This is an optimization exercise on Yosys and OpenROAD, whose aim is small area and a short achievable clock period, not a production implementation.
RTL that was checked went through simulation tests only; none was proved equivalent to the original.
The RTL of run 2 was laid out without a check of its function.
No activity file was given, so power comes from the tool's default toggle rates.

## flow/design.v (module list and top-level ports; edited modules follow where they fit)
// module mod_alu: 108 lines
// module mod_control: 67 lines
// module mod_ex: 50 lines
// module mod_ex2mem: 47 lines
// module mod_hazard: 37 lines
// module mod_id2ex: 79 lines
// module mod_if2id: 19 lines
// module mod_instr_decode: 51 lines
// module mod_mem2wb: 35 lines
// module mod_mem_byteenable: 29 lines
// module mod_mem_cache: 208 lines
// module mod_mem_ctrl: 162 lines
// module mod_mem_data_cache: 43 lines
// module mod_mem_instruction_cache: 43 lines
// module mod_mem_load_data_aligner: 68 lines
// module mod_mem_store_data_aligner: 31 lines
// module mod_muldiv: 307 lines
// module mod_pc: 26 lines
// module mod_reg_file: 24 lines
// module mod_stall_control: 31 lines
// module mod_cpu: 375 lines
module mod_cpu (
    input logic clk_i,
    input logic rst_i,
    output logic [31:0] register_a0,
    output logic [31:0] wb_adr_o,
    input logic [31:0] wb_dat_i,
    output logic [31:0] wb_dat_o,
    output logic wb_we_o,
    output logic [3:0] wb_sel_o,
    output logic wb_stb_o,
    input logic wb_ack_i,
    output logic wb_cyc_o
);
  // ...
==> flow/run.sh <==
#!/bin/bash
# synth_recipe.tcl (not shown) runs the flow's synth.tcl, then flattens the netlist and writes it again
# the make line also repeats each setting of config.mk as NAME=value (left out here)
make -C /OpenROAD-flow-scripts/flow DESIGN_CONFIG=/design/flow/config.mk WORK_HOME=/design/flow/orfs CLKGATE_MAP_FILE= SYNTH_SCRIPT=/design/flow/synth_recipe.tcl finish
==> flow/config.mk <==
export PLATFORM = sky130hd
export DESIGN_NAME = mod_cpu
export DESIGN_NICKNAME = mod_cpu
export VERILOG_FILES = /design/flow/design.v
export SDC_FILE = /design/flow/constraint.sdc
export NUM_CORES = 8
export LEC_CHECK = 0
export CAP_MARGIN = 20
export CORE_MARGIN = 2
export CORE_UTILIZATION = 30
export PLACE_DENSITY = 0.45
export SLEW_MARGIN = 20
==> flow/constraint.sdc <==
create_clock -name core_clock -period 20.0 [get_ports {clk_i}]
set_input_delay 4.0000 -clock core_clock [delete_from_list [all_inputs] [get_ports {clk_i}]]
set_output_delay 4.0000 -clock core_clock [all_outputs]
set_load 0.01 [all_outputs]
==> flow_summary.yaml, run 1 <==
logic_synthesis:
  synth_edf_count: 131
  synthAdderAreaFrac_pct: 3.07
  synth.most_common_cell: "nand2_1"
worst_setup_path:
  endpoint_kind: "flip-flop"
  worstPathArrival_ns: 12.93
  ff2ff_path_depth: 31
  crit_family: "buffers and inverters"
  cp-start-kind: "flip-flop"
  critPathKind: "reg2reg"
  worstReg2RegStart: "u_mod_mem2wb.rd_o[0]"
floorplanning:
  die_x_um: 1040
  num_rows: 380
  die_h_um: 1040
  core_um2: 1070000
clock_tree:
  clk_pin_slew_ns: 0.06
  cts_htree_levels: 6
hold_path:
  hold_path_class: "reg2reg"
sta:
  hold_violations: 0
  finalSetupViolations: 0
global_route:
  gr-usage-all-layers_pct: 31.5
layout:
  mostFrequentLayoutCells: "nand2_1 (7034), dfxtp_1 (6226), nor2_1 (4398)"
  final_cell_area_um2: 367000
  largest_class: "multi-input gates"
pwr:
  vdd.ir_drop.worst_mv: 0.0899
  leakagePower_nw: 125
  netSwitchingPower_w: 0.00994
  p_per_area_nw_per_um2: 87.8
  internal_power_w: 0.0223
route:
  highest_layer: "met5"
  wl_um: 1790000
run_status:
  status: "timing/DRC/antenna clean"
placed_design:
  post-place-ws_ns: 8.53
==> module mod_alu, before the edit <==
module mod_alu (
    input logic [32-1:0] pc_i,
    input logic [32-1:0] alu_operand_1_i,
    input logic [32-1:0] alu_operand_2_i,
    input logic [32-1:0] immediate_i,
    input logic [7-1:0] opcode_i,
    input logic [3-1:0] funct3_i,
    input logic [7-1:0] funct7_i,
    output logic [32-1:0] target_address_o,
    output logic b_cond_met_o,
    output logic [32-1:0] alu_result_o
);
  logic [32-1:0] pc_plus_immediate;
  logic [32-1:0] next_pc_i;
  logic [32-1:0] effective_addr;
  logic [32-1:0] jump_register_addr;
  logic [4:0] immediate_shift_amount;
  logic [4:0] register_shift_amount;
  assign next_pc_i = pc_i + 4;
  assign pc_plus_immediate = pc_i + immediate_i;
  assign effective_addr = alu_operand_1_i + immediate_i;
  assign jump_register_addr = {effective_addr[31:1], 1'b0};
  assign immediate_shift_amount = immediate_i[4:0];
  assign register_shift_amount = alu_operand_2_i[4:0];
  always_comb begin
    case (opcode_i)
      7'b0110111: alu_result_o = immediate_i;
      7'b0010111: alu_result_o = pc_plus_immediate;
      7'b1101111: alu_result_o = next_pc_i;
      7'b1100111: alu_result_o = next_pc_i;
      7'b0000011, 7'b0100011: alu_result_o = effective_addr;
      7'b0010011: begin
        case (funct3_i)
          3'b000: alu_result_o = alu_operand_1_i + immediate_i;
          3'b010:
          alu_result_o = ($signed(alu_operand_1_i) < $signed(immediate_i)) ? 32'b1 : 32'b0;
          3'b011: alu_result_o = (alu_operand_1_i < immediate_i) ? 32'b1 : 32'b0;
          3'b100: alu_result_o = alu_operand_1_i ^ immediate_i;
          3'b110: alu_result_o = alu_operand_1_i | immediate_i;
          3'b111: alu_result_o = alu_operand_1_i & immediate_i;
          3'b001: alu_result_o = alu_operand_1_i << immediate_shift_amount;
          3'b101: begin
            case (funct7_i)
              7'b0000000: alu_result_o = alu_operand_1_i >> immediate_shift_amount;
              7'b0100000: alu_result_o = $signed(alu_operand_1_i) >>> immediate_shift_amount;
              default: alu_result_o = 32'b0;
            endcase
          end
          default: alu_result_o = 32'b0;
        endcase
      end
      7'b0110011: begin
        case (funct3_i)
          3'b000: begin
            case (funct7_i)
              7'b0000000: alu_result_o = alu_operand_1_i + alu_operand_2_i;
              7'b0100000: alu_result_o = alu_operand_1_i - alu_operand_2_i;
              default: alu_result_o = 32'b0;
            endcase
          end
          3'b001: alu_result_o = alu_operand_1_i << register_shift_amount;
          3'b010:
          alu_result_o = ($signed(alu_operand_1_i) < $signed(alu_operand_2_i)) ? 32'b1 : 32'b0;
          3'b011: alu_result_o = (alu_operand_1_i < alu_operand_2_i) ? 32'b1 : 32'b0;
          3'b100: alu_result_o = alu_operand_1_i ^ alu_operand_2_i;
          3'b101: begin
            case (funct7_i)
              7'b0000000: alu_result_o = alu_operand_1_i >> register_shift_amount;
              7'b0100000: alu_result_o = $signed(alu_operand_1_i) >>> register_shift_amount;
              default: alu_result_o = 32'b0;
            endcase
          end
          3'b110: alu_result_o = alu_operand_1_i | alu_operand_2_i;
          3'b111: alu_result_o = alu_operand_1_i & alu_operand_2_i;
          default: alu_result_o = 32'b0;
        endcase
      end
      default: alu_result_o = 32'b0;
    endcase
  end
  always_comb begin
    case (opcode_i)
      7'b1101111: target_address_o = pc_plus_immediate;
      7'b1100111: target_address_o = jump_register_addr;
      7'b1100011: target_address_o = pc_plus_immediate;
      default: target_address_o = 32'b0;
    endcase
  end
  always_comb begin
    case (opcode_i)
      7'b1101111, 7'b1100111: b_cond_met_o = 1'b1;
      7'b1100011: begin
        case (funct3_i)
          3'b000: b_cond_met_o = (alu_operand_1_i == alu_operand_2_i) ? 1'b1 : 1'b0;
          3'b001: b_cond_met_o = (alu_operand_1_i != alu_operand_2_i) ? 1'b1 : 1'b0;
          3'b100:
          b_cond_met_o = ($signed(alu_operand_1_i) < $signed(alu_operand_2_i)) ? 1'b1 : 1'b0;
          3'b101:
          b_cond_met_o = ($signed(alu_operand_1_i) >= $signed(alu_operand_2_i)) ? 1'b1 : 1'b0;
          3'b110: b_cond_met_o = (alu_operand_1_i < alu_operand_2_i) ? 1'b1 : 1'b0;
          3'b111: b_cond_met_o = (alu_operand_1_i >= alu_operand_2_i) ? 1'b1 : 1'b0;
          default: b_cond_met_o = 1'b0;
        endcase
      end
      default: b_cond_met_o = 1'b0;
    endcase
  end
endmodule
==> module mod_ex, before the edit <==
module mod_ex (
    input logic rst_i,
    input logic clk_i,
    input logic [32-1:0] pc_i,
    input logic [32-1:0] immediate_i,
    input logic [3-1:0] funct3_i,
    input logic [7-1:0] funct7_i,
    input logic [7-1:0] opcode_i,
    input logic [32-1:0] alu_operand_1_i,
    input logic [32-1:0] alu_operand_2_i,
    output logic [32-1:0] target_address_o,
    output logic b_cond_met_o,
    output logic [32-1:0] alu_result_o,
    output logic ex_stb_o
);
  logic muldiv_stb_o;
  logic [32-1:0] alu_result, muldiv_data;
  mod_alu u_alu (
      .pc_i(pc_i),
      .alu_operand_1_i(alu_operand_1_i),
      .alu_operand_2_i(alu_operand_2_i),
      .immediate_i(immediate_i),
      .opcode_i(opcode_i),
      .funct3_i(funct3_i),
      .funct7_i(funct7_i),
      .target_address_o(target_address_o),
      .b_cond_met_o(b_cond_met_o),
      .alu_result_o(alu_result)
  );
  mod_muldiv u_muldiv (
      .clk_i(clk_i),
      .rst_i(rst_i),
      .opcode_i(opcode_i),
      .funct3_i(funct3_i),
      .funct7_i(funct7_i),
      .muldiv_rs0_i(alu_operand_1_i),
      .muldiv_rs1_i(alu_operand_2_i),
      .muldiv_stb_o(muldiv_stb_o),
      .muldiv_data (muldiv_data)
  );
  always_comb begin
    if (opcode_i == 7'b0110011 && funct7_i == 7'b0000001) begin
      alu_result_o = muldiv_data;
      ex_stb_o = muldiv_stb_o;
    end else begin
      alu_result_o = alu_result;
      ex_stb_o = 1;
    end
  end
endmodule
==> module mod_mem_cache, before the edit <==
module mod_mem_cache (
    input logic clk_i,
    input logic rst_i,
    input logic abort_i,
    input logic [32-1:0] address_i,
    input logic [32-1:0] writedata_i,
    input logic read_i,
    input logic write_i,
    input logic [4-1:0] byteenable_i,
    output logic [32-1:0] readdata_o,
    output logic [32-1:0] address_o,
    output logic stb_o,
    output logic busy_o,
    input logic [32-1:0] memory_readdata_i,
    input logic memory_operation_stb_i, 
    output logic [32-1:0] memory_address_o,
    output logic [32-1:0] memory_writedata_o,
    output logic memory_write_o,
    output logic memory_read_o,
    output logic [4-1:0] memory_byteenable_o
);
  enum {
    IDLE,
    WRITE,
    MISS,
    ABORT,
    DONE
  }
      current_state, next_state;
  assign busy_o = current_state != IDLE;
  localparam CACHE_BANK_BITS = 5;
  localparam CACHE_BANK_ENTRIES = 2 ** CACHE_BANK_BITS;
  localparam CACHE_TAG_BITS = 28;
  typedef logic [32-1:0] xlen_t;
  typedef logic [CACHE_TAG_BITS-1:0] cache_tag_t;
  typedef struct packed {
    cache_tag_t tag;
    logic valid;
    xlen_t data;
  } cache_row_t;
  logic [4-1:0] memory_byteenable_q;
  logic [32-1:0] memory_address_q, memory_writedata_q, address_q;
  logic memory_write_q, memory_read_q;
  assign memory_byteenable_o = memory_byteenable_q;
  assign memory_address_o = memory_address_q;
  assign memory_writedata_o = memory_writedata_q;
  assign memory_write_o = memory_write_q;
  assign memory_read_o = memory_read_q;
  assign address_o = address_q;
  cache_tag_t [CACHE_BANK_ENTRIES-1:0] cache_tags;
  logic [CACHE_BANK_ENTRIES-1:0] cache_valids;
  xlen_t [CACHE_BANK_ENTRIES-1:0] cache_datas;
  logic [CACHE_BANK_BITS-1:0] cache_row_number;
  assign cache_row_number = current_state == IDLE ? address_i[CACHE_BANK_BITS-1+2:2] : memory_address_q[CACHE_BANK_BITS-1+2:2];
  cache_row_t cache_row;
  assign cache_row.tag = cache_tags[cache_row_number];
  assign cache_row.valid = cache_valids[cache_row_number];
  assign cache_row.data = cache_datas[cache_row_number];
  cache_tag_t cache_row_tag;
  assign cache_row_tag = cache_row.tag;
  logic cache_row_valid;
  assign cache_row_valid = cache_row.valid;
  xlen_t cache_row_data;
  assign cache_row_data = cache_row.data;
  assign stb_o = current_state == DONE;
  xlen_t readdata_q;
  assign readdata_o = readdata_q;
  logic [CACHE_TAG_BITS-1:0] address_tag;
  assign address_tag = current_state == IDLE ? address_i[31-:CACHE_TAG_BITS] : memory_address_q[31-:CACHE_TAG_BITS];
  always_ff @(posedge clk_i) begin
    if (rst_i) begin
      cache_tags   <= '0;
      cache_valids <= '0;
      cache_datas  <= '0;
    end else if (!abort_i && current_state != next_state && next_state == DONE) begin
      if (current_state == MISS) begin
        cache_tags[cache_row_number] <= address_tag;
        cache_datas[cache_row_number] <= memory_readdata_i;
        cache_valids[cache_row_number] <= 1;
      end else if (current_state == WRITE) begin
        if (memory_byteenable_q == 4'b1111) begin
          cache_tags[cache_row_number]   <= address_tag;
          cache_datas[cache_row_number]  <= memory_writedata_q;
          cache_valids[cache_row_number] <= 1;
        end else begin
          cache_valids[cache_row_number] <= 0;
        end
      end
    end
  end
  always_ff @(posedge clk_i) begin
    if (rst_i || abort_i) begin
      memory_address_q <= 0;
      memory_writedata_q <= 0;
      memory_byteenable_q <= 0;
      memory_read_q <= 0;
      memory_write_q <= 0;
    end else if (current_state != next_state) begin 
      case (next_state)
        MISS: begin
          memory_address_q <= address_i;
          memory_writedata_q <= 0;
          memory_byteenable_q <= byteenable_i;
          memory_read_q <= 1;
          memory_write_q <= 0;
        end
        WRITE: begin
          memory_address_q <= address_i;
          memory_writedata_q <= writedata_i;
          memory_byteenable_q <= byteenable_i;
          memory_read_q <= 0;
          memory_write_q <= 1;
        end
        default: begin
          memory_address_q <= 0;
          memory_writedata_q <= 0;
          memory_byteenable_q <= 0;
          memory_read_q <= 0;
          memory_write_q <= 0;
        end
      endcase
    end
  end
  always_comb begin
    next_state = current_state;
    case (current_state)
      IDLE: begin
        if (abort_i) begin
          next_state = IDLE;
        end else if (write_i) begin
          next_state = WRITE;
        end else if (read_i) begin
          if (cache_row_valid && cache_row_tag == address_tag) begin
            next_state = DONE;
          end else begin
            next_state = MISS;
          end
        end else begin
          next_state = IDLE;
        end
      end
      DONE: begin
        next_state = IDLE;
      end
      MISS: begin
        if (memory_operation_stb_i) begin 
          next_state = DONE;
        end else if (abort_i) begin
          next_state = ABORT;
        end else begin
          next_state = MISS;
        end
      end
      ABORT: begin
        if (memory_operation_stb_i) begin
          next_state = DONE;
        end
      end
      WRITE: begin
        if (memory_operation_stb_i) begin
          next_state = DONE;
        end else if (abort_i) begin
          next_state = ABORT;
        end else begin
          next_state = WRITE;
        end
      end
    endcase
  end
  always_ff @(posedge clk_i) begin
    if (rst_i) begin
      current_state <= IDLE;
    end else begin
      current_state <= next_state;
    end
  end
  always_ff @(posedge clk_i) begin
    if (rst_i || abort_i) begin
      address_q  <= 0;
      readdata_q <= 0;
    end else if (current_state != next_state) begin
      case (next_state)
        DONE: begin
          if (current_state == IDLE) begin
            address_q <= address_i;
          end else if (current_state == ABORT) begin
            address_q <= 0;
          end else begin
            address_q <= memory_address_q;
          end
          if (current_state == IDLE) begin
            readdata_q <= cache_row_data;
          end else if (current_state == ABORT) begin
            readdata_q <= 0;
          end else if (current_state == MISS) begin
            readdata_q <= memory_readdata_i;
          end
        end
        IDLE: begin
        end
        default: begin
          address_q  <= 0;
          readdata_q <= 0;
        end
      endcase
    end
  end
endmodule
==> module mod_mem_ctrl, before the edit <==
module mod_mem_ctrl (
    input logic clk_i,
    input logic rst_i,
    input logic [32-1:0] instruction_address_i, 
    input logic instruction_address_stb_i,
    output logic [32-1:0] instruction_readdata_o,
    output logic instruction_readdata_stb_o,
    input logic [32-1:0] loadstore_address_i,
    input logic loadstore_address_stb_i,
    input logic [32-1:0] loadstore_writedata_i,
    input logic loadstore_writedata_stb_i,
    output logic [32-1:0] loadstore_readdata_o,
    output logic loadstore_stb_o,
    input  logic [4-1:0] loadstore_byteenable_i,
    output logic [4-1:0] memory_byteenable_o,
    input logic memory_waitrequest_i,
    input logic [32-1:0] memory_readdata_i,
    output logic [32-1:0] memory_writedata_o,
    output logic [32-1:0] memory_address_o,
    output logic memory_write_o,
    output logic memory_read_o
);
  logic [32-1:0] loadstore_writedata_q;
  logic [32-1:0] instruction_readdata_q, loadstore_readdata_q;
  logic [4-1:0] memory_byteenable_q;
  logic [32-1:0] memory_address_q;
  logic memory_write_q, memory_read_q;
  enum {
    IDLE,
    WAIT_LOAD,
    WAIT_STORE,
    WAIT_IFETCH,
    DONE_LOAD,
    DONE_STORE,
    DONE_IFETCH
  }
      current_state, next_state;
  logic waitrequest_d;
  assign waitrequest_d = memory_waitrequest_i;
  always_comb begin
    case (current_state)
      IDLE: begin
        if (loadstore_address_stb_i && loadstore_writedata_stb_i) begin
          next_state = WAIT_STORE;
        end else if (loadstore_address_stb_i) begin
          next_state = WAIT_LOAD;
        end else if (instruction_address_stb_i) begin
          next_state = WAIT_IFETCH;
        end else begin
          next_state = current_state;
        end
      end
      WAIT_LOAD: begin
        if (waitrequest_d == 0) begin
          next_state = DONE_LOAD;
        end else begin
          next_state = current_state;
        end
      end
      WAIT_STORE: begin
        if (waitrequest_d == 0) begin
          next_state = DONE_STORE;
        end else begin
          next_state = current_state;
        end
      end
      WAIT_IFETCH: begin
        if (waitrequest_d == 0) begin
          next_state = DONE_IFETCH;
        end else begin
          next_state = current_state;
        end
      end
      DONE_LOAD: begin
        next_state = IDLE;
      end
      DONE_STORE: begin
        next_state = IDLE;
      end
      DONE_IFETCH: begin
        next_state = IDLE;
      end
      default: begin
        next_state = IDLE;
      end
    endcase
  end
  always_ff @(posedge clk_i) begin
    if (rst_i) begin
      current_state <= IDLE;
    end else begin
      current_state <= next_state;
    end
  end
  always_ff @(posedge clk_i) begin
    if (rst_i) begin
      memory_address_q <= 0;
      loadstore_writedata_q <= 0;
      memory_byteenable_q <= 0;
      memory_read_q <= 0;
      memory_write_q <= 0;
    end else if (current_state != next_state) begin 
      case (next_state)
        WAIT_LOAD: begin
          memory_address_q <= loadstore_address_i;
          memory_byteenable_q <= loadstore_byteenable_i;
          memory_read_q <= 1;
        end
        WAIT_STORE: begin
          memory_address_q <= loadstore_address_i;
          loadstore_writedata_q <= loadstore_writedata_i;
          memory_byteenable_q <= loadstore_byteenable_i;
          memory_write_q <= 1;
        end
        WAIT_IFETCH: begin
          memory_address_q <= instruction_address_i;
          memory_byteenable_q <= 4'b1111;
          memory_read_q <= 1;
        end
        default: begin
          memory_address_q <= 0;
          loadstore_writedata_q <= 0;
          memory_byteenable_q <= 0;
          memory_read_q <= 0;
          memory_write_q <= 0;
        end
      endcase
    end
  end
  assign memory_address_o = memory_address_q;
  assign memory_writedata_o = loadstore_writedata_q;
  assign memory_byteenable_o = memory_byteenable_q;
  assign memory_read_o = memory_read_q;
  assign memory_write_o = memory_write_q;
  always_ff @(posedge clk_i) begin
    if (rst_i) begin
      instruction_readdata_q <= 0;
      loadstore_readdata_q   <= 0;
    end else if (current_state != next_state) begin
      case (current_state)
        IDLE: begin
        end
        DONE_LOAD: begin
          loadstore_readdata_q <= memory_readdata_i;
        end
        DONE_STORE: begin
        end
        DONE_IFETCH: begin
          instruction_readdata_q <= memory_readdata_i;
        end
        default: begin
          instruction_readdata_q <= 0;
          loadstore_readdata_q   <= 0;
        end
      endcase
    end
  end
  assign loadstore_readdata_o = (current_state == DONE_LOAD) ? memory_readdata_i : loadstore_readdata_q;
  assign loadstore_stb_o = current_state == DONE_STORE || current_state == DONE_LOAD;
  assign instruction_readdata_o = (current_state == DONE_IFETCH) ? memory_readdata_i : instruction_readdata_q;
  assign instruction_readdata_stb_o = current_state == DONE_IFETCH;
endmodule
==> module mod_mem_data_cache, before the edit <==
module mod_mem_data_cache (
    input logic clk_i,
    input logic rst_i,
    input logic [32-1:0] address_i,
    input logic [32-1:0] writedata_i,
    input logic read_i,
    input logic write_i,
    input logic [4-1:0] byteenable_i,
    output logic [32-1:0] readdata_o,
    output logic stb_o,
    output logic busy_o,
    input logic [32-1:0] memory_readdata_i,
    input logic memory_operation_stb_i,
    output logic [32-1:0] memory_address_o,
    output logic [32-1:0] memory_writedata_o,
    output logic memory_write_o,
    output logic memory_read_o,
    output logic [4-1:0] memory_byteenable_o
);
  mod_mem_cache u_mem_cache (
      .clk_i(clk_i),
      .rst_i(rst_i),
      .abort_i(1'b0),
      .address_i(address_i),
      .writedata_i(writedata_i),
      .read_i(read_i),
      .write_i(write_i),
      .byteenable_i(byteenable_i),
      .readdata_o(readdata_o),
      /*verilator lint_off PINCONNECTEMPTY*/
      .address_o(),
      /*verilator lint_on PINCONNECTEMPTY*/
      .stb_o(stb_o),
      .busy_o(busy_o),
      .memory_readdata_i(memory_readdata_i),
      .memory_operation_stb_i(memory_operation_stb_i),
      .memory_address_o(memory_address_o),
      .memory_writedata_o(memory_writedata_o),
      .memory_write_o(memory_write_o),
      .memory_read_o(memory_read_o),
      .memory_byteenable_o(memory_byteenable_o)
  );
endmodule
==> module mod_mem_instruction_cache, before the edit <==
module mod_mem_instruction_cache (
    input logic clk_i,
    input logic rst_i,
    input logic abort_i,
    input logic [32-1:0] address_i,
    input logic read_i,
    output logic [32-1:0] readdata_o,
    output logic stb_o,
    output logic [32-1:0] address_o,
    output logic busy_o,
    input logic [32-1:0] memory_readdata_i,
    input logic memory_operation_stb_i,
    output logic [32-1:0] memory_address_o,
    output logic memory_read_o
);
  logic [4-1:0] byteenable;
  assign byteenable = 4'b1111;
  mod_mem_cache u_mem_cache (
      .clk_i(clk_i),
      .rst_i(rst_i),
      .abort_i(abort_i),
      .address_i(address_i),
      .writedata_i(32'b0),
      .read_i(read_i),
      .write_i(1'b0),
      .byteenable_i(byteenable),
      .readdata_o(readdata_o),
      .address_o(address_o),
      .stb_o(stb_o),
      .busy_o(busy_o),
      .memory_readdata_i(memory_readdata_i),
      .memory_operation_stb_i(memory_operation_stb_i),
      .memory_address_o(memory_address_o),
      /*verilator lint_off PINCONNECTEMPTY*/
      .memory_writedata_o(),
      .memory_write_o(),
      /*verilator lint_on PINCONNECTEMPTY*/
      .memory_read_o(memory_read_o),
      /*verilator lint_off PINCONNECTEMPTY*/
      .memory_byteenable_o()
      /*verilator lint_on PINCONNECTEMPTY*/
  );
endmodule
==> module mod_pc, before the edit <==
module mod_pc (
    input logic clk_i,
    input logic rst_i,
    input  logic             stall_i,
    input  logic [32-1:0] pc_i,
    input  logic             pc_stb_i,
    output logic [32-1:0] pc_o
);
  logic [32-1:0] pc;
  assign pc_o = pc;
  always_ff @(posedge clk_i) begin
    if (rst_i) begin
      pc <= 32'hBFC00000;
    end else if (pc == 0) begin
      pc <= 0;
    end else if (pc_stb_i) begin
      pc <= pc_i;
    end else if (!stall_i) begin
      if (pc_stb_i) begin
        pc <= pc_i;
      end else begin
        pc <= pc + 4;
      end
    end
  end
endmodule
==> module mod_reg_file, before the edit <==
module mod_reg_file (
    input  logic                       clk_i,
    input  logic                       rst_i,
    input  logic                       write_enable_i,
    input  logic [5-1:0] read_addr_1_i,
    input  logic [5-1:0] read_addr_2_i,
    input  logic [5-1:0] write_addr_i,
    input  logic [          32-1:0] write_val_i,
    output logic [          32-1:0] reg_1_o,
    output logic [          32-1:0] reg_2_o,
    output logic [          32-1:0] register_a0
);
  logic [32-1:1][32-1:0] registers;
  assign reg_1_o = (read_addr_1_i == '0) ? 32'b0 : registers[read_addr_1_i];
  assign reg_2_o = (read_addr_2_i == '0) ? 32'b0 : registers[read_addr_2_i];
  assign register_a0 = registers[10];
  always_ff @(posedge clk_i) begin
    if (rst_i) begin   
      registers <= '0;
    end else if (write_enable_i && (write_addr_i != '0)) begin
      registers[write_addr_i] <= write_val_i;
    end
  end
endmodule
==> run 2: changes to the inputs <==
==> flow/design.v (replaced) <==
module mod_alu (
    input logic [32-1:0] pc_i,
    input logic [32-1:0] alu_operand_1_i,
    input logic [32-1:0] alu_operand_2_i,
    input logic [32-1:0] immediate_i,
    input logic c_lui_i,
    input logic c_auipc_i,
    input logic c_jal_i,
    input logic c_jalr_i,
    input logic c_br_i,
    input logic c_load_i,
    input logic c_store_i,
    input logic c_imm_i,
    input logic c_op_i,
    input logic [3-1:0] funct3_i,
    input logic f7_zero_i,   
    input logic f7_sub_i,    
    output logic [32-1:0] target_address_o,
    output logic branch_taken_o,
    output logic [32-1:0] alu_result_o
);
  logic [31:0] a, b;
  assign a = alu_operand_1_i;
  assign b = (c_op_i || c_br_i) ? alu_operand_2_i : immediate_i;
  logic sub;
  assign sub = c_br_i || ((c_op_i || c_imm_i) && funct3_i[2:1] == 2'b01)
               || (c_op_i && funct3_i == 3'b000 && f7_sub_i);
  logic [32:0] sum33;
  assign sum33 = {1'b0, a} + {1'b0, b ^ {32{sub}}} + {32'b0, sub};
  logic [31:0] sum;
  assign sum = sum33[31:0];
  logic ltu, lt;
  assign ltu = !sum33[32];
  assign lt  = (a[31] ^ b[31]) ? a[31] : ltu;
  logic eq;
  assign eq = alu_operand_1_i == alu_operand_2_i;
  logic cond;
  always_comb begin
    case (funct3_i)
      3'b000:  cond = eq;
      3'b001:  cond = !eq;
      3'b100:  cond = lt;
      3'b101:  cond = !lt;
      3'b110:  cond = ltu;
      3'b111:  cond = !ltu;
      default: cond = 1'b0;
    endcase
  end
  assign branch_taken_o = c_jal_i || c_jalr_i || (c_br_i && cond);
  logic [31:0] pc_imm, pc_4;
  assign pc_imm = pc_i + immediate_i;
  assign pc_4   = pc_i + 32'd4;
  assign target_address_o = c_jalr_i ? {sum[31:1], 1'b0} : pc_imm;
  logic [4:0] shamt;
  assign shamt = c_op_i ? alu_operand_2_i[4:0] : immediate_i[4:0];
  logic left;
  assign left = !funct3_i[2];
  logic [31:0] sh_in, sh_out, sh_res;
  always_comb begin
    for (int k = 0; k < 32; k++) sh_in[k] = left ? a[31-k] : a[k];
  end
  logic fill;
  assign fill = f7_sub_i && a[31] && !left;
  assign sh_out = 32'($signed({fill, sh_in}) >>> shamt);
  always_comb begin
    for (int k = 0; k < 32; k++) sh_res[k] = left ? sh_out[31-k] : sh_out[k];
  end
  logic sh_ok;
  assign sh_ok = left || f7_zero_i || f7_sub_i;
  always_comb begin
    alu_result_o = 32'b0;
    if (c_lui_i) alu_result_o = immediate_i;
    else if (c_auipc_i) alu_result_o = pc_imm;
    else if (c_jal_i || c_jalr_i) alu_result_o = pc_4;
    else if (c_load_i || c_store_i) alu_result_o = sum;
    else if (c_imm_i || c_op_i) begin
      case (funct3_i)
        3'b000: alu_result_o = (c_imm_i || f7_zero_i || f7_sub_i) ? sum : 32'b0;
        3'b010: alu_result_o = {31'b0, lt};
        3'b011: alu_result_o = {31'b0, ltu};
        3'b100: alu_result_o = a ^ b;
        3'b110: alu_result_o = a | b;
        3'b111: alu_result_o = a & b;
        default: alu_result_o = sh_ok ? sh_res : 32'b0;   
      endcase
    end
  end
endmodule
module mod_ex (
    input logic rst_i,
    input logic clk_i,
    input logic [32-1:0] pc_i,
    input logic [32-1:0] immediate_i,
    input logic c_lui_i,
    input logic c_auipc_i,
    input logic c_jal_i,
    input logic c_jalr_i,
    input logic c_br_i,
    input logic c_load_i,
    input logic c_store_i,
    input logic c_imm_i,
    input logic c_op_i,
    input logic [3-1:0] funct3_i,
    input logic f7_zero_i,
    input logic f7_sub_i,
    input logic f7_md_i,
    input logic [32-1:0] alu_operand_1_i,
    input logic [32-1:0] alu_operand_2_i,
    output logic [32-1:0] target_address_o,
    output logic branch_taken_o,
    output logic [32-1:0] alu_result_o,
    output logic ex_stb_o
);
  logic muldiv_stb;
  logic [32-1:0] alu_result, muldiv_data;
  logic is_md;
  assign is_md = c_op_i && f7_md_i;
  mod_alu u_alu (
      .pc_i(pc_i),
      .alu_operand_1_i(alu_operand_1_i),
      .alu_operand_2_i(alu_operand_2_i),
      .immediate_i(immediate_i),
      .c_lui_i(c_lui_i),
      .c_auipc_i(c_auipc_i),
      .c_jal_i(c_jal_i),
      .c_jalr_i(c_jalr_i),
      .c_br_i(c_br_i),
      .c_load_i(c_load_i),
      .c_store_i(c_store_i),
      .c_imm_i(c_imm_i),
      .c_op_i(c_op_i),
      .funct3_i(funct3_i),
      .f7_zero_i(f7_zero_i),
      .f7_sub_i(f7_sub_i),
      .target_address_o(target_address_o),
      .branch_taken_o(branch_taken_o),
      .alu_result_o(alu_result)
  );
  mod_muldiv u_muldiv (
      .clk_i(clk_i),
      .rst_i(rst_i),
      .is_muldiv_i(is_md),
      .funct3_i(funct3_i),
      .muldiv_rs0_i(alu_operand_1_i),
      .muldiv_rs1_i(alu_operand_2_i),
      .muldiv_stb_o(muldiv_stb),
      .muldiv_data(muldiv_data)
  );
  assign alu_result_o = is_md ? muldiv_data : alu_result;
  assign ex_stb_o = !is_md || muldiv_stb;
endmodule
module mod_mem_cache #(
    parameter int TAG_BITS = 25
) (
    input logic clk_i,
    input logic rst_i,
    input  logic [         4:0] rd_row_i,
    output logic [TAG_BITS-1:0] rd_tag_o,
    output logic                rd_valid_o,
    output logic [ 32-1:0]   rd_data_o,
    input logic                we_i,
    input logic                inv_i,
    input logic [         4:0] wr_row_i,
    input logic [TAG_BITS-1:0] wr_tag_i,
    input logic [ 32-1:0]   wr_data_i
);
  logic [31:0][TAG_BITS-1:0] tags;
  logic [31:0][32-1:0] datas;
  logic [31:0] valids;
  logic [31:0] rsel;
  always_comb begin
    for (int r = 0; r < 32; r++) rsel[r] = rd_row_i == r[4:0];
  end
  always_comb begin
    rd_tag_o   = '0;
    rd_data_o  = '0;
    rd_valid_o = 1'b0;
    for (int r = 0; r < 32; r++) begin
      rd_tag_o   = rd_tag_o | (tags[r] & {TAG_BITS{rsel[r]}});
      rd_data_o  = rd_data_o | (datas[r] & {32{rsel[r]}});
      rd_valid_o = rd_valid_o | (valids[r] & rsel[r]);
    end
  end
  always_ff @(posedge clk_i) begin
    for (int r = 0; r < 32; r++) begin
      if (we_i && wr_row_i == r[4:0]) begin
        tags[r]  <= wr_tag_i;
        datas[r] <= wr_data_i;
      end
    end
  end
  always_ff @(posedge clk_i) begin
    for (int r = 0; r < 32; r++) begin
      if (rst_i) valids[r] <= 1'b0;
      else if ((we_i || inv_i) && wr_row_i == r[4:0]) valids[r] <= we_i;
    end
  end
endmodule
module mod_mem_ctrl (
    input logic clk_i,
    input logic rst_i,
    input logic [32-1:0] instruction_address_i,
    input logic instruction_address_stb_i,
    output logic instruction_readdata_stb_o,
    input logic [32-1:0] loadstore_address_i,
    input logic loadstore_read_i,
    input logic loadstore_write_i,
    input logic [32-1:0] loadstore_writedata_i,
    input logic [4-1:0] loadstore_byteenable_i,
    output logic loadstore_stb_o,
    input logic memory_ack_i,
    output logic [32-1:0] memory_writedata_o,
    output logic [32-1:0] memory_address_o,
    output logic [4-1:0] memory_byteenable_o,
    output logic memory_write_o,
    output logic memory_strobe_o
);
  logic st_idle, st_wait_load, st_wait_store, st_wait_if, st_done_load, st_done_store, st_done_if;
  logic [31:2] addr_q;
  logic start_store, start_load, start_if;
  assign start_store = st_idle && loadstore_write_i;
  assign start_load  = st_idle && !loadstore_write_i && loadstore_read_i;
  assign start_if    = st_idle && !loadstore_write_i && !loadstore_read_i && instruction_address_stb_i;
  logic in_wait;
  assign in_wait = st_wait_load || st_wait_store || st_wait_if;
  always_ff @(posedge clk_i) begin
    if (rst_i) begin
      st_idle       <= 1'b1;
      st_wait_load  <= 1'b0;
      st_wait_store <= 1'b0;
      st_wait_if    <= 1'b0;
      st_done_load  <= 1'b0;
      st_done_store <= 1'b0;
      st_done_if    <= 1'b0;
    end else begin
      st_idle       <= (st_idle && !loadstore_write_i && !loadstore_read_i && !instruction_address_stb_i)
                     || st_done_load || st_done_store || st_done_if;
      st_wait_load  <= start_load || (st_wait_load && !memory_ack_i);
      st_wait_store <= start_store || (st_wait_store && !memory_ack_i);
      st_wait_if    <= start_if || (st_wait_if && !memory_ack_i);
      st_done_load  <= st_wait_load && memory_ack_i;
      st_done_store <= st_wait_store && memory_ack_i;
      st_done_if    <= st_wait_if && memory_ack_i;
    end
  end
  always_ff @(posedge clk_i) begin
    if (rst_i || (in_wait && memory_ack_i)) addr_q <= '0;
    else if (start_store || start_load) addr_q <= loadstore_address_i[31:2];
    else if (start_if) addr_q <= instruction_address_i[31:2];
  end
  assign memory_address_o = {addr_q, 2'b00};
  assign memory_writedata_o = st_wait_store ? loadstore_writedata_i : '0;
  assign memory_byteenable_o = st_wait_if ? 4'b1111 :
                               (st_wait_load || st_wait_store) ? loadstore_byteenable_i : 4'b0000;
  assign memory_write_o = st_wait_store;
  assign memory_strobe_o = in_wait;
  assign loadstore_stb_o = st_done_load || st_done_store;
  assign instruction_readdata_stb_o = st_done_if;
endmodule
module mod_mem_data_cache (
    input logic clk_i,
    input logic rst_i,
    input logic [32-1:0] address_i,   
    input logic [32-1:0] writedata_i,
    input logic read_i,
    input logic write_i,
    input logic [4-1:0] byteenable_i,
    output logic [32-1:0] readdata_o,
    output logic stb_o,
    input logic [32-1:0] memory_readdata_i,
    input logic memory_operation_stb_i,
    output logic [32-1:0] memory_address_o,
    output logic [32-1:0] memory_writedata_o,
    output logic [4-1:0] memory_byteenable_o,
    output logic memory_write_o,
    output logic memory_read_o
);
  logic st_idle, st_write, st_miss, st_done;
  logic [31:2] maddr_q;
  logic [31:0] wdata_q;
  logic [3:0] be_q;
  logic [31:0] data_q;
  logic [24:0] row_tag;
  logic row_valid;
  logic [31:0] row_data;
  logic miss_done, write_done;
  assign miss_done  = st_miss && memory_operation_stb_i;
  assign write_done = st_write && memory_operation_stb_i;
  mod_mem_cache #(.TAG_BITS(25)) u_store (
      .clk_i(clk_i),
      .rst_i(rst_i),
      .rd_row_i(address_i[6:2]),
      .rd_tag_o(row_tag),
      .rd_valid_o(row_valid),
      .rd_data_o(row_data),
      .we_i(miss_done || (write_done && be_q == 4'b1111)),
      .inv_i(write_done),
      .wr_row_i(maddr_q[6:2]),
      .wr_tag_i(maddr_q[31:7]),
      .wr_data_i(st_miss ? memory_readdata_i : wdata_q)
  );
  logic hit;
  assign hit = row_valid && (row_tag == address_i[31:7]);
  always_ff @(posedge clk_i) begin
    if (rst_i) begin
      st_idle  <= 1'b1;
      st_write <= 1'b0;
      st_miss  <= 1'b0;
      st_done  <= 1'b0;
    end else begin
      st_idle  <= st_done || (st_idle && !write_i && !read_i);
      st_write <= (st_idle && write_i) || (st_write && !memory_operation_stb_i);
      st_miss  <= (st_idle && !write_i && read_i && !hit) || (st_miss && !memory_operation_stb_i);
      st_done  <= (st_idle && !write_i && read_i && hit) || miss_done || write_done;
    end
  end
  always_ff @(posedge clk_i) begin
    if (st_idle) begin
      maddr_q <= address_i[31:2];
      wdata_q <= writedata_i;
      be_q    <= byteenable_i;
    end
  end
  always_ff @(posedge clk_i) begin
    if (!st_done) data_q <= st_miss ? memory_readdata_i : row_data;
  end
  assign stb_o = st_done;
  assign readdata_o = data_q;
  assign memory_address_o = {maddr_q, 2'b00};
  assign memory_writedata_o = wdata_q;
  assign memory_byteenable_o = be_q;
  assign memory_write_o = st_write;
  assign memory_read_o = st_miss;
endmodule
module mod_mem_instruction_cache (
    input logic clk_i,
    input logic rst_i,
    input logic abort_i,
    input logic [32-1:0] address_i,   
    input logic read_i,
    output logic [32-1:0] readdata_o,
    output logic [32-1:0] address_o,
    output logic busy_o,
    input logic [32-1:0] memory_readdata_i,
    input logic memory_operation_stb_i,
    output logic [32-1:0] memory_address_o,
    output logic memory_read_o
);
  logic st_idle, st_miss, st_abort, st_done;
  logic pend_q;
  logic [31:2] maddr_q;
  logic [31:2] addr_q;
  logic [31:0] data_q;
  logic [24:0] row_tag;
  logic row_valid;
  logic [31:0] row_data;
  mod_mem_cache #(.TAG_BITS(25)) u_store (
      .clk_i(clk_i),
      .rst_i(rst_i),
      .rd_row_i(address_i[6:2]),
      .rd_tag_o(row_tag),
      .rd_valid_o(row_valid),
      .rd_data_o(row_data),
      .we_i(pend_q),
      .inv_i(1'b0),
      .wr_row_i(addr_q[6:2]),
      .wr_tag_i(addr_q[31:7]),
      .wr_data_i(data_q)
  );
  logic hit;
  assign hit = row_valid && (row_tag == address_i[31:7]);
  logic lookup, go_done_hit, go_miss, miss_done, abort_done;
  assign lookup      = st_idle && read_i;
  assign go_done_hit = lookup && hit;
  assign go_miss     = lookup && !hit;
  assign miss_done   = st_miss && memory_operation_stb_i;
  assign abort_done  = st_abort && memory_operation_stb_i;
  always_ff @(posedge clk_i) begin
    if (rst_i) begin
      st_idle  <= 1'b1;
      st_miss  <= 1'b0;
      st_abort <= 1'b0;
      st_done  <= 1'b0;
    end else begin
      st_idle  <= st_done || (st_idle && (abort_i || !read_i));
      st_miss  <= (st_idle && !abort_i && go_miss) || (st_miss && !memory_operation_stb_i && !abort_i);
      st_abort <= (st_miss && !memory_operation_stb_i && abort_i) || (st_abort && !memory_operation_stb_i);
      st_done  <= (st_idle && !abort_i && go_done_hit) || miss_done || abort_done;
    end
  end
  always_ff @(posedge clk_i) begin
    if (st_idle) maddr_q <= address_i[31:2];
  end
  always_ff @(posedge clk_i) begin
    pend_q <= !rst_i && !abort_i && miss_done;
  end
  always_ff @(posedge clk_i) begin
    if (rst_i || abort_i) begin
      addr_q <= '0;
      data_q <= '0;
    end else if (go_done_hit) begin
      addr_q <= address_i[31:2];
      data_q <= row_data;
    end else if (go_miss || abort_done) begin
      addr_q <= '0;
      data_q <= '0;
    end else if (miss_done) begin
      addr_q <= maddr_q;
      data_q <= memory_readdata_i;
    end
  end
  assign busy_o = !st_idle;
  assign readdata_o = data_q;
  assign address_o = {addr_q, 2'b00};
  assign memory_read_o = st_miss;
  assign memory_address_o = {maddr_q, 2'b00};
endmodule
module mod_muldiv (
    input logic clk_i,
    input logic rst_i,
    input logic is_muldiv_i,   
    input logic [3-1:0] funct3_i,
    input logic [32-1:0] muldiv_rs0_i,
    input logic [32-1:0] muldiv_rs1_i,
    output logic muldiv_stb_o,   
    output logic [32-1:0] muldiv_data
);
  logic [2:0] f3;
  logic [31:0] rs0, rs1;
  assign f3  = funct3_i;
  assign rs0 = muldiv_rs0_i;
  assign rs1 = muldiv_rs1_i;
  logic [2:0] prev_f3;
  logic [31:0] prev_rs0, prev_rs1;
  logic ops_eq, f3_eq, pair;
  assign ops_eq = (prev_rs0 == rs0) && (prev_rs1 == rs1);
  assign f3_eq  = prev_f3 == f3;
  always_comb begin
    case (f3)
      3'b000:  pair = prev_f3 == 3'b001;
      3'b001:  pair = prev_f3 == 3'b000;
      3'b100:  pair = prev_f3 == 3'b110;
      3'b110:  pair = prev_f3 == 3'b100;
      3'b101:  pair = prev_f3 == 3'b111;
      3'b111:  pair = prev_f3 == 3'b101;
      default: pair = 1'b0;
    endcase
  end
  logic trigger;
  assign trigger = !(ops_eq && (f3_eq || (is_muldiv_i && pair)));
  always_ff @(posedge clk_i) begin
    if (is_muldiv_i && trigger) begin
      prev_f3  <= f3;
      prev_rs0 <= rs0;
      prev_rs1 <= rs1;
    end
  end
  logic s0, s1;
  assign s0 = f3[2] ? (!f3[0] && rs0[31]) : ((f3[1:0] != 2'b11) && rs0[31]);
  assign s1 = f3[2] ? (!f3[0] && rs1[31]) : (!f3[1] && rs1[31]);
  logic [31:0] m0, m1;
  assign m0 = s0 ? -rs0 : rs0;
  assign m1 = s1 ? -rs1 : rs1;
  function automatic logic [4:0] highest_pos(input logic [31:0] d);
    highest_pos = 5'd0;
    for (int k = 0; k < 32; k++) if (d[k]) highest_pos = k[4:0];
  endfunction
  logic [4:0] hp0, hp1;
  assign hp0 = highest_pos(m0);
  assign hp1 = highest_pos(m1);
  logic m0_zero, m1_zero;
  assign m0_zero = m0 == 32'b0;
  assign m1_zero = m1 == 32'b0;
  logic direct;
  assign direct = f3[2] ? (m1_zero || (m0 < m1)) : (m0_zero || m1_zero);
  logic hpc;   
  assign hpc = hp0 < hp1;
  logic mul_done;
  logic [2:0] mul_k;
  logic [31:0] mul_a, mul_b;
  logic [63:0] acc;
  logic [3:0] nib;
  assign nib = mul_b[{mul_k, 2'b00}+:4];
  logic [63:0] acc_step;
  assign acc_step = {acc[59:0], 4'b0} + nib * mul_a;
  always_ff @(posedge clk_i) begin
    if (rst_i) begin
      mul_done   <= 1'b0;
      mul_k      <= 3'd0;
      mul_b[3:0] <= 4'd0;
      acc        <= 64'd0;
    end else if (trigger) begin
      mul_done <= direct;
      mul_k    <= hpc ? hp0[4:2] : hp1[4:2];
      mul_b    <= hpc ? m0 : m1;
      mul_a    <= hpc ? m1 : m0;
      acc      <= 64'd0;
    end else if (!mul_done) begin
      acc <= acc_step;
      if (mul_k == 3'd0) mul_done <= 1'b1;
      mul_k <= mul_k - 3'd1;
    end
  end
  logic [5:0] div_j;
  logic [31:0] dvd, dvs, quo;
  logic [4:0] rot;
  assign rot = hp0 - hp1;
  logic [31:0] m1_rot, align_mask;
  assign m1_rot = ({m1, m1} << rot) >> 32;
  always_comb begin
    for (int k = 0; k < 32; k++) align_mask[k] = (k[4:0] <= hp0);
  end
  logic [32:0] dvd_diff;
  assign dvd_diff = {1'b0, dvd} - {1'b0, dvs};
  logic ge;
  assign ge = !dvd_diff[32];
  always_ff @(posedge clk_i) begin
    if (rst_i) begin
      div_j <= 6'd0;
      dvd   <= 32'd0;
      dvs   <= 32'd0;
      quo   <= 32'd0;
    end else if (trigger) begin
      dvd <= m0;
      if (direct) begin
        div_j <= 6'd32;
        dvs   <= 32'd0;
        quo   <= m1_zero ? (s0 ? 32'd1 : 32'hFFFFFFFF) : 32'd0;
      end else begin
        div_j <= {1'b0, hp1} + 6'd31 - {1'b0, hp0};
        dvs   <= m1_rot & align_mask;
        quo   <= 32'd0;
      end
    end else if (div_j != 6'd32) begin
      quo   <= {quo[30:0], ge};
      if (ge) dvd <= dvd_diff[31:0];
      dvs   <= dvs >> 1;
      div_j <= div_j + 6'd1;
    end
  end
  logic mul_hi, neg;
  assign mul_hi = !f3[2] && (f3[1:0] != 2'b00);
  assign neg = (f3[2] && f3[1]) ? s0 : (s0 ^ s1);
  logic [31:0] sel;
  logic cin;
  always_comb begin
    case (f3)
      3'b000:  sel = acc[31:0];
      3'b001, 3'b010, 3'b011: sel = acc[63:32];
      3'b100, 3'b101: sel = quo;
      default: sel = dvd;
    endcase
  end
  assign cin = mul_hi ? (acc[31:0] == 32'b0) : 1'b1;
  assign muldiv_data = neg ? (~sel + {31'b0, cin}) : sel;
  assign muldiv_stb_o = !trigger && (f3[2] ? (div_j == 6'd32) : mul_done);
endmodule
module mod_pc (
    input logic clk_i,
    input logic rst_i,
    input  logic             stall_i,
    input  logic [32-1:0] pc_i,
    input  logic             pc_stb_i,
    output logic [32-1:0] pc_o
);
  logic [32-1:1] pc;
  assign pc_o = {pc, 1'b0};
  logic pc_zero;
  assign pc_zero = pc == '0;
  always_ff @(posedge clk_i) begin
    if (rst_i) begin
      pc <= 32'hBFC00000 >> 1;
    end else if (pc_zero) begin
      pc <= '0;
    end else if (pc_stb_i) begin
      pc <= pc_i[32-1:1];
    end else if (!stall_i) begin
      pc <= pc + 2;
    end
  end
endmodule
module mod_reg_file (
    input  logic                       clk_i,
    input  logic                       rst_i,
    input  logic                       write_enable_i,
    input  logic [5-1:0] read_addr_1_i,
    input  logic [5-1:0] read_addr_2_i,
    input  logic [5-1:0] write_addr_i,
    input  logic [          32-1:0] write_val_i,
    output logic [          32-1:0] reg_1_o,
    output logic [          32-1:0] reg_2_o,
    output logic [          32-1:0] register_a0
);
  logic [31:1][32-1:0] registers;
  logic [32-1:0] wval;
  assign wval = rst_i ? '0 : write_val_i;
  always_ff @(posedge clk_i) begin
    for (int r = 1; r < 32; r++) begin
      if (rst_i || (write_enable_i && write_addr_i == r[4:0])) registers[r] <= wval;
    end
  end
  always_comb begin
    reg_1_o = '0;
    reg_2_o = '0;
    for (int r = 1; r < 32; r++) begin
      reg_1_o = reg_1_o | (registers[r] & {32{read_addr_1_i == r[4:0]}});
      reg_2_o = reg_2_o | (registers[r] & {32{read_addr_2_i == r[4:0]}});
    end
  end
  assign register_a0 = registers[10];
endmodule
module mod_cpu (
    input logic clk_i,
    input logic rst_i,
    output logic [31:0] register_a0,
    output logic [31:0] wb_adr_o,
    input logic [31:0] wb_dat_i,
    output logic [31:0] wb_dat_o,
    output logic wb_we_o,
    output logic [3:0] wb_sel_o,
    output logic wb_stb_o,
    input logic wb_ack_i,
    output logic wb_cyc_o
);
  logic mem_stall, ex_stall, if_stall_req, lw_hazard;
  logic pc_stall;   
  logic ex_branch_taken;
  logic [32-1:0] ex_target_address;
  logic [32-1:0] pc;
  logic [32-1:0] id_pc, id_instr;
  logic ex_c_lui, ex_c_auipc, ex_c_jal, ex_c_jalr, ex_c_br, ex_c_load, ex_c_store, ex_c_imm, ex_c_op;
  logic [2:0] ex_funct3;
  logic ex_f7_zero, ex_f7_sub, ex_f7_md;
  logic [32-1:0] ex_reg_1, ex_reg_2, ex_immediate, ex_pc;
  logic [4:0] ex_rs1, ex_rs2, ex_rd;
  logic mem_reg_write_en, mem_load, mem_store;
  logic [2:0] mem_funct3;
  logic [4:0] mem_rd;
  logic [32-1:0] mem_alu_out, mem_reg_2;
  logic wb_reg_write_en;
  logic [4:0] wb_rd;
  logic [32-1:0] wb_value;
  logic ic_busy;
  logic [32-1:0] ic_readdata, ic_readdata_address;
  logic [32-1:0] ic_mem_address;
  logic ic_mem_read, ic_mem_stb;
  logic dc_stb;
  logic [32-1:0] dc_readdata, dc_writedata;
  logic [3:0] dc_byteenable;
  logic [32-1:0] dc_mem_address, dc_mem_writedata;
  logic [3:0] dc_mem_byteenable;
  logic dc_mem_write, dc_mem_read, dc_mem_stb;
  mod_mem_ctrl u_mem_ctrl (
      .clk_i(clk_i),
      .rst_i(rst_i),
      .instruction_address_i(ic_mem_address),
      .instruction_address_stb_i(ic_mem_read),
      .instruction_readdata_stb_o(ic_mem_stb),
      .loadstore_address_i(dc_mem_address),
      .loadstore_read_i(dc_mem_read),
      .loadstore_write_i(dc_mem_write),
      .loadstore_writedata_i(dc_mem_writedata),
      .loadstore_byteenable_i(dc_mem_byteenable),
      .loadstore_stb_o(dc_mem_stb),
      .memory_ack_i(wb_ack_i),
      .memory_writedata_o(wb_dat_o),
      .memory_address_o(wb_adr_o),
      .memory_byteenable_o(wb_sel_o),
      .memory_write_o(wb_we_o),
      .memory_strobe_o(wb_stb_o)
  );
  assign wb_cyc_o = wb_stb_o;
  mod_pc u_mod_pc (
      .clk_i(clk_i),
      .rst_i(rst_i),
      .stall_i(pc_stall || lw_hazard),
      .pc_i(ex_target_address),
      .pc_stb_i(ex_branch_taken),
      .pc_o(pc)
  );
  logic is_instruction_read;
  assign is_instruction_read = !ex_branch_taken && (!pc_stall || pc == 32'hBFC00000);
  mod_mem_instruction_cache u_mod_mem_instruction_cache (
      .clk_i(clk_i),
      .rst_i(rst_i),
      .abort_i(ex_branch_taken),
      .address_i({pc[31:2], 2'b00}),
      .read_i(is_instruction_read),
      .readdata_o(ic_readdata),
      .address_o(ic_readdata_address),
      .busy_o(ic_busy),
      .memory_readdata_i(wb_dat_i),
      .memory_operation_stb_i(ic_mem_stb),
      .memory_address_o(ic_mem_address),
      .memory_read_o(ic_mem_read)
  );
  logic if2id_stall;
  assign if2id_stall = pc_stall || lw_hazard;
  always_ff @(posedge clk_i) begin
    if (rst_i || ex_branch_taken || (if2id_stall && !(mem_stall || ex_stall))) begin
      id_pc    <= '0;
      id_instr <= '0;
    end else if (!if2id_stall) begin
      id_pc    <= ic_readdata_address;
      id_instr <= ic_readdata;
    end
  end
  logic [6:0] id_opcode;
  logic [2:0] id_funct3;
  logic [6:0] id_funct7;
  logic [4:0] id_rs1, id_rs2, id_rd;
  assign id_opcode = id_instr[6:0];
  assign id_funct3 = id_instr[14:12];
  assign id_funct7 = id_instr[31:25];
  assign id_rs1 = id_instr[19:15];
  assign id_rs2 = id_instr[24:20];
  assign id_rd = id_instr[11:7];
  logic id_c_lui, id_c_auipc, id_c_jal, id_c_jalr, id_c_br, id_c_load, id_c_store, id_c_imm, id_c_op;
  assign id_c_lui   = id_opcode == 7'b0110111;
  assign id_c_auipc = id_opcode == 7'b0010111;
  assign id_c_jal   = id_opcode == 7'b1101111;
  assign id_c_jalr  = id_opcode == 7'b1100111;
  assign id_c_br    = id_opcode == 7'b1100011;
  assign id_c_load  = id_opcode == 7'b0000011;
  assign id_c_store = id_opcode == 7'b0100011;
  assign id_c_imm   = id_opcode == 7'b0010011;
  assign id_c_op    = id_opcode == 7'b0110011;
  logic id_alu_op2_src;
  assign id_alu_op2_src = id_c_lui || id_c_auipc || id_c_imm || id_c_load || id_c_store
                          || id_c_jal || id_c_jalr;
  logic [4:0] id_rs2_muxed;
  assign id_rs2_muxed = id_alu_op2_src ? 5'd0 : id_rs2;
  logic [32-1:0] id_immediate;
  always_comb begin
    if (id_c_imm || id_c_load || id_c_jalr) id_immediate = {{20{id_instr[31]}}, id_instr[31:20]};
    else if (id_c_store) id_immediate = {{20{id_instr[31]}}, id_instr[31:25], id_instr[11:7]};
    else if (id_c_br)
      id_immediate = {{20{id_instr[31]}}, id_instr[7], id_instr[30:25], id_instr[11:8], 1'b0};
    else if (id_c_lui || id_c_auipc) id_immediate = {id_instr[31:12], 12'b0};
    else if (id_c_jal)
      id_immediate = {{12{id_instr[31]}}, id_instr[19:12], id_instr[20], id_instr[30:21], 1'b0};
    else id_immediate = '0;
  end
  logic [32-1:0] id_reg_1_data, id_reg_2_data, id_reg_1_fwd, id_reg_2_fwd;
  mod_reg_file u_mod_reg_file (
      .clk_i(clk_i),
      .rst_i(rst_i),
      .read_addr_1_i(id_rs1),
      .read_addr_2_i(id_rs2),
      .write_enable_i(wb_reg_write_en),
      .write_addr_i(wb_rd),
      .write_val_i(wb_value),
      .reg_1_o(id_reg_1_data),
      .reg_2_o(id_reg_2_data),
      .register_a0(register_a0)
  );
  assign id_reg_1_fwd = (wb_reg_write_en && id_rs1 == wb_rd) ? wb_value : id_reg_1_data;
  assign id_reg_2_fwd = (wb_reg_write_en && id_rs2 == wb_rd) ? wb_value : id_reg_2_data;
  assign lw_hazard = ((id_rs1 == ex_rs1 && id_rs1 != 0) || (id_rs2 == ex_rs2 && ex_rs2 != 0))
                     && ex_c_load;
  always_ff @(posedge clk_i) begin
    if (rst_i || lw_hazard || ex_branch_taken) begin
      ex_c_lui     <= 1'b0;
      ex_c_auipc   <= 1'b0;
      ex_c_jal     <= 1'b0;
      ex_c_jalr    <= 1'b0;
      ex_c_br      <= 1'b0;
      ex_c_load    <= 1'b0;
      ex_c_store   <= 1'b0;
      ex_c_imm     <= 1'b0;
      ex_c_op      <= 1'b0;
      ex_funct3    <= '0;
      ex_f7_zero   <= 1'b1;
      ex_f7_sub    <= 1'b0;
      ex_f7_md     <= 1'b0;
      ex_reg_1     <= '0;
      ex_reg_2     <= '0;
      ex_immediate <= '0;
      ex_pc        <= '0;
      ex_rs1       <= '0;
      ex_rs2       <= '0;
      ex_rd        <= '0;
    end else if (!(mem_stall || ex_stall)) begin
      ex_c_lui     <= id_c_lui;
      ex_c_auipc   <= id_c_auipc;
      ex_c_jal     <= id_c_jal;
      ex_c_jalr    <= id_c_jalr;
      ex_c_br      <= id_c_br;
      ex_c_load    <= id_c_load;
      ex_c_store   <= id_c_store;
      ex_c_imm     <= id_c_imm;
      ex_c_op      <= id_c_op;
      ex_funct3    <= id_funct3;
      ex_f7_zero   <= id_funct7 == 7'b0000000;
      ex_f7_sub    <= id_funct7 == 7'b0100000;
      ex_f7_md     <= id_funct7 == 7'b0000001;
      ex_reg_1     <= id_reg_1_fwd;
      ex_reg_2     <= id_reg_2_fwd;
      ex_immediate <= id_immediate;
      ex_pc        <= id_pc;
      ex_rs1       <= id_rs1;
      ex_rs2       <= id_rs2_muxed;
      ex_rd        <= id_rd;
    end
  end
  logic fw1_m, fw2_m, fw1_w, fw2_w;
  logic ex_reg_write_en;
  assign ex_reg_write_en = ex_c_lui || ex_c_auipc || ex_c_imm || ex_c_op || ex_c_load
                           || ex_c_jal || ex_c_jalr;
  function automatic logic [1:0] fw_sel(input logic m_wen, input logic [4:0] m_rd,
                                        input logic w_wen, input logic [4:0] w_rd,
                                        input logic [4:0] rs);
    if (m_wen && m_rd != 0) fw_sel = {m_rd == rs, 1'b0};
    else if (w_wen && w_rd != 0) fw_sel = {1'b0, w_rd == rs && m_rd != rs};
    else fw_sel = 2'b00;
  endfunction
  logic [1:0] fw1_go, fw2_go, fw1_ex, fw2_ex;
  assign fw1_go = fw_sel(ex_reg_write_en, ex_rd, mem_reg_write_en, mem_rd, id_rs1);
  assign fw2_go = fw_sel(ex_reg_write_en, ex_rd, mem_reg_write_en, mem_rd, id_rs2_muxed);
  assign fw1_ex = fw_sel(1'b0, 5'd0, mem_reg_write_en, mem_rd, ex_rs1);
  assign fw2_ex = fw_sel(1'b0, 5'd0, mem_reg_write_en, mem_rd, ex_rs2);
  always_ff @(posedge clk_i) begin
    if (rst_i || lw_hazard || ex_branch_taken) begin
      {fw1_m, fw1_w} <= 2'b00;
      {fw2_m, fw2_w} <= 2'b00;
    end else if (!mem_stall) begin
      {fw1_m, fw1_w} <= ex_stall ? fw1_ex : fw1_go;
      {fw2_m, fw2_w} <= ex_stall ? fw2_ex : fw2_go;
    end
  end
  logic [32-1:0] ex_op1, ex_op2;
  assign ex_op1 = fw1_m ? mem_alu_out : fw1_w ? wb_value : ex_reg_1;
  assign ex_op2 = fw2_m ? mem_alu_out : fw2_w ? wb_value : ex_reg_2;
  logic [32-1:0] ex_alu_result;
  logic ex_stb;
  mod_ex u_mod_ex (
      .rst_i(rst_i),
      .clk_i(clk_i),
      .pc_i(ex_pc),
      .immediate_i(ex_immediate),
      .c_lui_i(ex_c_lui),
      .c_auipc_i(ex_c_auipc),
      .c_jal_i(ex_c_jal),
      .c_jalr_i(ex_c_jalr),
      .c_br_i(ex_c_br),
      .c_load_i(ex_c_load),
      .c_store_i(ex_c_store),
      .c_imm_i(ex_c_imm),
      .c_op_i(ex_c_op),
      .funct3_i(ex_funct3),
      .f7_zero_i(ex_f7_zero),
      .f7_sub_i(ex_f7_sub),
      .f7_md_i(ex_f7_md),
      .alu_operand_1_i(ex_op1),
      .alu_operand_2_i(ex_op2),
      .target_address_o(ex_target_address),
      .branch_taken_o(ex_branch_taken),
      .alu_result_o(ex_alu_result),
      .ex_stb_o(ex_stb)
  );
  always_ff @(posedge clk_i) begin
    if (rst_i || (ex_stall && !mem_stall)) begin
      mem_reg_write_en <= 1'b0;
      mem_load         <= 1'b0;
      mem_store        <= 1'b0;
      mem_funct3       <= '0;
      mem_rd           <= '0;
      mem_alu_out      <= '0;
      mem_reg_2        <= '0;
    end else if (!(mem_stall || ex_stall)) begin
      mem_reg_write_en <= ex_reg_write_en;
      mem_load         <= ex_c_load;
      mem_store        <= ex_c_store;
      mem_funct3       <= ex_funct3;
      mem_rd           <= ex_rd;
      mem_alu_out      <= ex_alu_result;
      mem_reg_2        <= ex_op2;
    end
  end
  logic [1:0] mem_off;
  assign mem_off = mem_alu_out[1:0];
  always_comb begin
    case (mem_funct3)
      3'b000, 3'b100: dc_byteenable = 4'b0001 << mem_off;
      3'b001, 3'b101: dc_byteenable = 4'b0011 << mem_off;
      3'b010: dc_byteenable = 4'b1111;
      default: dc_byteenable = 4'b0000;
    endcase
  end
  always_comb begin
    case (mem_funct3)
      3'b000: begin
        case (mem_off)
          2'd3: dc_writedata = {mem_reg_2[7:0], 24'b0};
          2'd2: dc_writedata = {8'b0, mem_reg_2[7:0], 16'b0};
          2'd1: dc_writedata = {16'b0, mem_reg_2[7:0], 8'b0};
          default: dc_writedata = {24'b0, mem_reg_2[7:0]};
        endcase
      end
      3'b001: dc_writedata = (mem_off == 2'd0) ? {16'b0, mem_reg_2[15:0]} : {mem_reg_2[15:0], 16'b0};
      3'b010: dc_writedata = mem_reg_2;
      default: dc_writedata = '0;
    endcase
  end
  mod_mem_data_cache u_mod_mem_data_cache (
      .clk_i(clk_i),
      .rst_i(rst_i),
      .address_i({mem_alu_out[31:2], 2'b00}),
      .writedata_i(dc_writedata),
      .read_i(mem_load),
      .write_i(mem_store),
      .byteenable_i(dc_byteenable),
      .readdata_o(dc_readdata),
      .stb_o(dc_stb),
      .memory_readdata_i(wb_dat_i),
      .memory_operation_stb_i(dc_mem_stb),
      .memory_address_o(dc_mem_address),
      .memory_writedata_o(dc_mem_writedata),
      .memory_byteenable_o(dc_mem_byteenable),
      .memory_write_o(dc_mem_write),
      .memory_read_o(dc_mem_read)
  );
  logic [32-1:0] mem_loaded_value;
  logic [7:0] ld_byte;
  logic [15:0] ld_half;
  always_comb begin
    case (mem_off)
      2'd0: ld_byte = dc_readdata[7:0];
      2'd1: ld_byte = dc_readdata[15:8];
      2'd2: ld_byte = dc_readdata[23:16];
      default: ld_byte = dc_readdata[31:24];
    endcase
    ld_half = (mem_off == 2'd0) ? dc_readdata[15:0] : dc_readdata[31:16];
    case (mem_funct3)
      3'b000: mem_loaded_value = {{24{ld_byte[7]}}, ld_byte};
      3'b001: mem_loaded_value = {{16{ld_half[15]}}, ld_half};
      3'b010: mem_loaded_value = dc_readdata;
      3'b100: mem_loaded_value = {24'b0, ld_byte};
      3'b101: mem_loaded_value = {16'b0, ld_half};
      default: mem_loaded_value = '0;
    endcase
  end
  always_ff @(posedge clk_i) begin
    if (rst_i) begin
      wb_reg_write_en <= 1'b0;
      wb_rd           <= '0;
      wb_value        <= '0;
    end else if (!mem_stall) begin
      wb_reg_write_en <= mem_reg_write_en;
      wb_rd           <= mem_rd;
      wb_value        <= mem_load ? mem_loaded_value : mem_alu_out;
    end
  end
  assign mem_stall = !dc_stb && (mem_load || mem_store);
  assign ex_stall = !ex_stb;
  assign if_stall_req = ic_busy || id_c_br || id_c_jal || id_c_jalr;
  assign pc_stall = mem_stall || ex_stall || if_stall_req;
endmodule
==> run 2 against run 1 <==
Still clean on timing, DRC and antenna. Cell count shrank 46%. Sequential power is essentially flat. Synthesized cell count shrank 56%. Sequential share of layout area grew 23 points. Critical path type unchanged. Largest power group is now registers.
==> flow_summary.yaml, run 2 <==
pwr:
  p_per_area_nw_per_um2: 98.0
  leakagePower_nw: 91.4
  vdd.ir_drop.worst_mv: 0.101
worst_setup_path:
  slowest_delay_ns: 0.89
  path_cells: "buf_4, o21a_1, ha_1, o311ai_1, nor3_2, and4_1, nand4_1, o21ai_0, xnor2_1, nand2_1, nor4_1, nand2_1, inv_1, ha_1, a21o_1, a31oi_4, clkinv_1, o21ai_0"
  ff2ff_path_depth: 18
  path_max_fanout: 61
  cp-start-kind: "flip-flop"
  worstPathArrival_ns: 10.13
  r2r-end: "u_mod_ex.u_muldiv.mul_a[31]"
  r2r_slack_ns: 10.76
  endpoint_kind: "flip-flop"
  slowest_stage: "clkinv_1"
  worstReg2RegStart: "fw1_m"
  critPathKind: "reg2reg"
logic_synthesis:
  ys_top_cells_by_area: "edfxtp_1 (62%), dfxtp_1 (6.0%), a22oi_1 (5.8%), nor2_1 (1.8%), a221oi_1 (1.8%)"
  synth.most_common_cell: "edfxtp_1"
  synth_edf_count: 4895
  yosysTopAreaCell: "edfxtp_1"
  yosys.area.top_type_share_pct: 61.9
  avgSynthCellArea_um2: 13.6
  async_reset_ff_share_pct: 0
  synth_area_um2: 238000
  postSynthCellCount: 17400
  synth_ff_type: "edfxtp_1"
  seq_area_frac_synth_pct: 67.9
sta:
  slew_headroom_pct: 12.5
  worstMarginPinSlew_ns: 1.31
  timing.setup.tns_ns: 0
  fmaxAchievable_ghz: 0.108
  fin_crit_sh_pct: 46.2
  finalSetupViolations: 0
  hold_violations: 0
  rsz0062_at_grt: "no"
  finalMaxSlewViolations: 0
  skew_ns: 0.109
floorplanning:
  die_x_um: 894
  num_rows: 326
  core_um2: 788000
  die_area_um2: 799000
  die_h_um: 894
route:
  wl_um: 1150000
  wl_per_cell_um: 40.2
  drtAntennaViolNets: 0
  first_pass_iters: 8
  viasPerCell: 6.14
clock_tree:
  cts_htree_levels: 6
  clk_pin_slew_ns: 0.06
  cts_buffers: 619
  hold_buffers: 0
  post_cts_buffers: 0
  post_cts_resized: 0
  cts-root-buf: "clkbuf_16"
global_route:
  grt-ovfl-total: 0
  gr-usage-all-layers_pct: 27.6
  antenna_found_initial: 101
placed_design:
  placed_area_um2: 255000
  post-place-ws_ns: 11.16
  dp.cells: 27500
layout:
  fill_cells: 76200
  reg_top3: "u_mod_mem_data_cache.u_store.datas (1024), u_mod_mem_instruction_cache.u_store.datas (1024), u_mod_reg_file.registers (992)"
  final_cells: 28700
  multi_input_area_um2: 72200
  mostFrequentLayoutCells: "edfxtp_1 (4895), a22oi_1 (1825), nand2_1 (971)"
  area.growth.synth_to_final_pct: 15.8
  final_cell_area_um2: 275000
flow_run:
  cap_viol_max_count: 0
hold_path:
  min_to: "u_mod_mem_instruction_cache.st_idle"
  holdPathStages: 1
  hold_path_class: "reg2reg"
run_status:
  status: "timing/DRC/antenna clean"
## run 2: cell count changes after synthesis, sizes merged, moves of 935 or more
| cell | before | now |
|---|---|---|
| a22o | 2092 | 460 |
| nand3 | 1308 | 373 |
| nor2 | 4515 | 1148 |
| a211oi | 1387 | 162 |
| a21oi | 2178 | 778 |
| o21ai | 2340 | 483 |
| dfxtp | 6245 | 712 |
| clkbuf | 2965 | 952 |
| a22oi | 413 | 1825 |
| nand2 | 7082 | 984 |
| edfxtp | 131 | 4895 |
## run 2: power breakdown
group	switching (W)	internal, W
sequential	0.000201	0.0128
combinational	0.00160	0.000844
clock	0.00507	0.00642
## run 2: worst max-delay path, delay by kind of cell (launching register included)
| kind | cells | cell delay [ns] |
|---|---|---|
| xor+xnor | 1 | 0.39 |
| compound gates | 6 | 2.48 |
| simple gates | 6 | 3.05 |
| flops | 1 | 0.59 |
| buf+inv | 3 | 1.72 |
| fa+ha+maj | 2 | 0.69 |
## run 2: through the flow
step           hold slack [ns]  utilization (%)
2_1_floorplan            0.394                -
3_3_place_gp             0.410             32.3
3_5_place_dp             0.407             32.3
4_1_cts                  0.427             34.9
5_1_grt                  0.452             34.9
6_report                 0.428             34.9
## run 2: cell type report
cell class                 count  share of cell area, %
inverter                     354                  0.494
tap                        10500                   4.77
antenna                       96                 0.0873
sequential                  5607                   58.6
multi-input combinational  10200                   26.2
clock buffer                 786                   6.00
timing repair buffer         835                   2.56
clock inverter               316                   1.26
## run 2: logic make-up (layout without fill, tap and decap cells)
family | Yosys count | after routing | share of synthesized area (%)
compound gates | 5116 | 5116 | 15.7
xor+xnor | 502 | 502 | 1.88
fa+ha+maj | 352 | 352 | 2.15
buf+inv | 1609 | 2291 | 2.67
flops | 5607 | 5607 | 67.9
mux | 427 | 427 | 2.08
other cells | 1 | 98 | 0.00158
simple gates | 3824 | 3824 | 7.66
## run 2: how the worst max path moves through the flow
stage / from / end / slack [ns] / cells past startpoint
after floorplan: u_mod_ex.u_muldiv.mul_k[0] / u_mod_ex.u_muldiv.acc[57] / 13.37 / 27
after global placement: fw1_m / u_mod_ex.u_muldiv.mul_b[21] / 11.24 / 18
after detailed placement: fw1_m / u_mod_ex.u_muldiv.dvs[23] / 11.16 / 24
after CTS: fw1_m / u_mod_ex.u_muldiv.dvs[23] / 11.10 / 22
after global routing: fw1_m / u_mod_ex.u_muldiv.mul_a[31] / 10.32 / 18
final: fw1_m / u_mod_ex.u_muldiv.mul_a[31] / 10.76 / 18
## run 2: routing by layer
layer | track usage (%) | up-vias | wire length (µm)
met5 | 0 | - | 222
met2 | 42.4 | 11500 | 511000
li1 | - | 70000 | -
met4 | 12.7 | 34 | 61800
met1 | 36.9 | 92400 | 460000
met3 | 6.60 | 2496 | 120000
